From an optimization exercise on the open Yosys and OpenROAD flow, aimed at small area, a short achievable clock period and few clock cycles per item; shortcuts taken in it are not production practice.
Function was checked by simulation only, so behaviour that the tests miss may differ from the original.

## v42
Design multiplier, start of the top module:
module multiplier(
    input clk,
    input logic valid_in,
    input logic[31:0] a,
    input logic[31:0] b,
    output logic valid_out,
    output logic[63:0] r
);
Size: ~2800 cells after synthesis, roughly 130 flip-flops, ~130 I/O pins, roughly 0.033 mm² of cells after synthesis.
==> flow/config.mk <==
export PLATFORM = sky130hd
export DESIGN_NAME = multiplier
export DESIGN_NICKNAME = multiplier
export VERILOG_FILES = /design/flow/design.v
export SDC_FILE = /design/flow/constraint.sdc
export NUM_CORES = 4
export LEC_CHECK = 0
export ABC_CLOCK_PERIOD_IN_PS = 3000
export CAP_MARGIN = 20
export CORE_MARGIN = 2
export CORE_UTILIZATION = 70
export SETUP_SLACK_MARGIN = 2.5
export SLEW_MARGIN = 20
==> flow/constraint.sdc <==
create_clock -name core_clock -period 8.0 [get_ports {clk}]
set_input_delay 1.6000 -clock core_clock [delete_from_list [all_inputs] [get_ports {clk}]]
set_output_delay 1.6000 -clock core_clock [all_outputs]
set_load 0.01 [all_outputs]
standard.sh (not shown) runs the stock make flow with config.mk's settings and CLKGATE_MAP_FILE= SYNTH_SCRIPT=/design/flow/synth_recipe.tcl, a recipe that flattens the netlist after the stock synthesis.
==> flow/flow/run.sh <==
#!/bin/bash
# The standard layout, with Yosys's generic abc pass in synth's fine stage
# skipped (SYNTH_ARGS=-noabc) so that extract_fa maps the RTL's carry-save
# full adders to adder cells without inverters between them. Everything else,
# including the final abc mapping, is the standard flow.
set -euo pipefail
cd "$(dirname "$0")/.."
bash standard.sh SYNTH_ARGS=-noabc finish > standard_make.log 2>&1
v42 finished all stages; the layout is clean.
Testbench counts of v42, summed over its fixed seeds: cycles 16,000, items 16,000.
[inputs] v40 vs v42
# v42
export LEC_CHECK = 0
export ABC_CLOCK_PERIOD_IN_PS = 3000
export CAP_MARGIN = 20
export CORE_MARGIN = 2
export CORE_UTILIZATION = 70
export SETUP_SLACK_MARGIN = 2.5
export SLEW_MARGIN = 20
create_clock -name core_clock -period 8.0 [get_ports {clk}]
# v40
export LEC_CHECK = 0
export CAP_MARGIN = 20
export CORE_MARGIN = 2
export CORE_UTILIZATION = 40
export SLEW_MARGIN = 20
create_clock -name core_clock -period 8.0 [get_ports {clk}]
==> flow/run.sh (new file) <==
#!/bin/bash
# synth_recipe.tcl (not shown) runs the flow's synth.tcl, then flattens the netlist and writes it again
# the make line also repeats each setting of config.mk as NAME=value (left out here)
make -C /OpenROAD-flow-scripts/flow DESIGN_CONFIG=/design/flow/config.mk WORK_HOME=/design/flow/orfs CLKGATE_MAP_FILE= SYNTH_SCRIPT=/design/flow/synth_recipe.tcl finish
removed: flow/flow/run.sh
removed: flow/standard.sh
[summary]
v40 vs v42: period utilization up. Routed wire length deteriorates in v40 relative to v42. In v40 relative to v42, fmax had gone down by more than 10%. v40 vs v42 — proportion of final cell area spent on non-clock buffers dropped 0.43 points. Going from v42 to v40, met3 wirelength from detailed routing shrinks by 30%. Changes observed in v40 relative to v42: minimum setup slack in the final design lost 1200 ps, multi-input combinational cell count rose 12, pin count of the biggest net entering global routing climbed 1, height of the chip went up 36%.
Edits applied to the flow inputs when going from v40 to v55:
# v40
export LEC_CHECK = 0
export CAP_MARGIN = 20
export CORE_MARGIN = 2
export CORE_UTILIZATION = 40
export SLEW_MARGIN = 20
create_clock -name core_clock -period 8.0 [get_ports {clk}]
# v55
export LEC_CHECK = 0
export ABC_CLOCK_PERIOD_IN_PS = 3000
export CAP_MARGIN = 20
export CORE_MARGIN = 2
export CORE_UTILIZATION = 60
export SETUP_SLACK_MARGIN = 3.5
export SLEW_MARGIN = 20
create_clock -name core_clock -period 8.0 [get_ports {clk}]
==> flow/flow/run.sh (new file) <==
#!/bin/bash
# The standard layout, with Yosys's generic abc pass in synth's fine stage
# skipped (SYNTH_ARGS=-noabc) so that extract_fa maps the RTL's carry-save
# full adders to adder cells without inverters between them. Everything else,
# including the final abc mapping, is the standard flow.
set -euo pipefail
cd "$(dirname "$0")/.."
bash standard.sh SYNTH_ARGS=-noabc finish > standard_make.log 2>&1
==> flow/standard.sh (new file) <==
#!/bin/bash
# synth_recipe.tcl (not shown) runs the flow's synth.tcl, then flattens the netlist and writes it again
# the make line also repeats each setting of config.mk as NAME=value (left out here)
make -C /OpenROAD-flow-scripts/flow DESIGN_CONFIG=/design/flow/config.mk WORK_HOME=/design/flow/orfs CLKGATE_MAP_FILE= SYNTH_SCRIPT=/design/flow/synth_recipe.tcl "${@:-finish}"
removed: flow/run.sh
[summary]
- v55 ended with more wire length of the first global-routing pass than v40.
- The cell area of v55 exceeds that of v40 by 4.3%.
- Logic depth of the worst path, buffers included on v55 is down relative to v40.
- Diff v40 -> v55: area added between synthesis and finish shows an increase of 13 points, total wire length shows an increase of 5.4%.
Modified inputs, v37 compared to v55
# v55
export LEC_CHECK = 0
export ABC_CLOCK_PERIOD_IN_PS = 3000
export CAP_MARGIN = 20
export CORE_MARGIN = 2
export CORE_UTILIZATION = 60
export SETUP_SLACK_MARGIN = 3.5
export SLEW_MARGIN = 20
create_clock -name core_clock -period 8.0 [get_ports {clk}]
# v37
export LEC_CHECK = 0
export CAP_MARGIN = 20
export CORE_MARGIN = 2
export CORE_UTILIZATION = 40
export SLEW_MARGIN = 20
create_clock -name core_clock -period 8.0 [get_ports {clk}]
--- outcome ---
- Diff v55 -> v37 | wire length reported by the detailed router | down by a few percent
- On area after synthesis, v37 and v55 are neck and neck.
- Of v37 and v55, v55 shows the higher worst path required time, with v37 below it.
- Relative to v55, the effective utilization at floorplan of v37 is lower by 20 points.

[afterwards: timing with drivers on the ports]
How much do the figures lean on ideal ports? The routed layouts below were timed once more, with nothing changed but the port constraints.
Step 1, drivers: a clkbuf_16 drives clk and a buf_2 each remaining input, both assumed.
Step 2 moves the port delays by t, midway between the first and last clock arrival at a register: inputs arrive t later, outputs are due t later. That takes back most of the time a late clock gives input paths.
a / b / c = ideal ports / drivers / drivers and shift; a / b = the first two.
| run | shift t [ns] | slack for setup (ns) | slew at the worst register clock pin (ns) |
|---|---|---|---|
| v42 | 0.512 | 2.476 / 2.499 / 1.997 | 0.07 / 0.07 |
| v40 | 0.505 | 1.274 / 1.242 / 0.737 | 0.07 / 0.07 |
| v55 | 0.504 | 2.554 / 2.557 / 2.053 | 0.09 / 0.09 |
| v37 | 0.538 | 1.145 / 1.076 / 0.864 | 0.07 / 0.07 |
After both steps every run listed still meets setup and hold. The setup slack of v40, which loses most, moves by -0.032 ns with the drivers and by -0.537 ns with both steps.
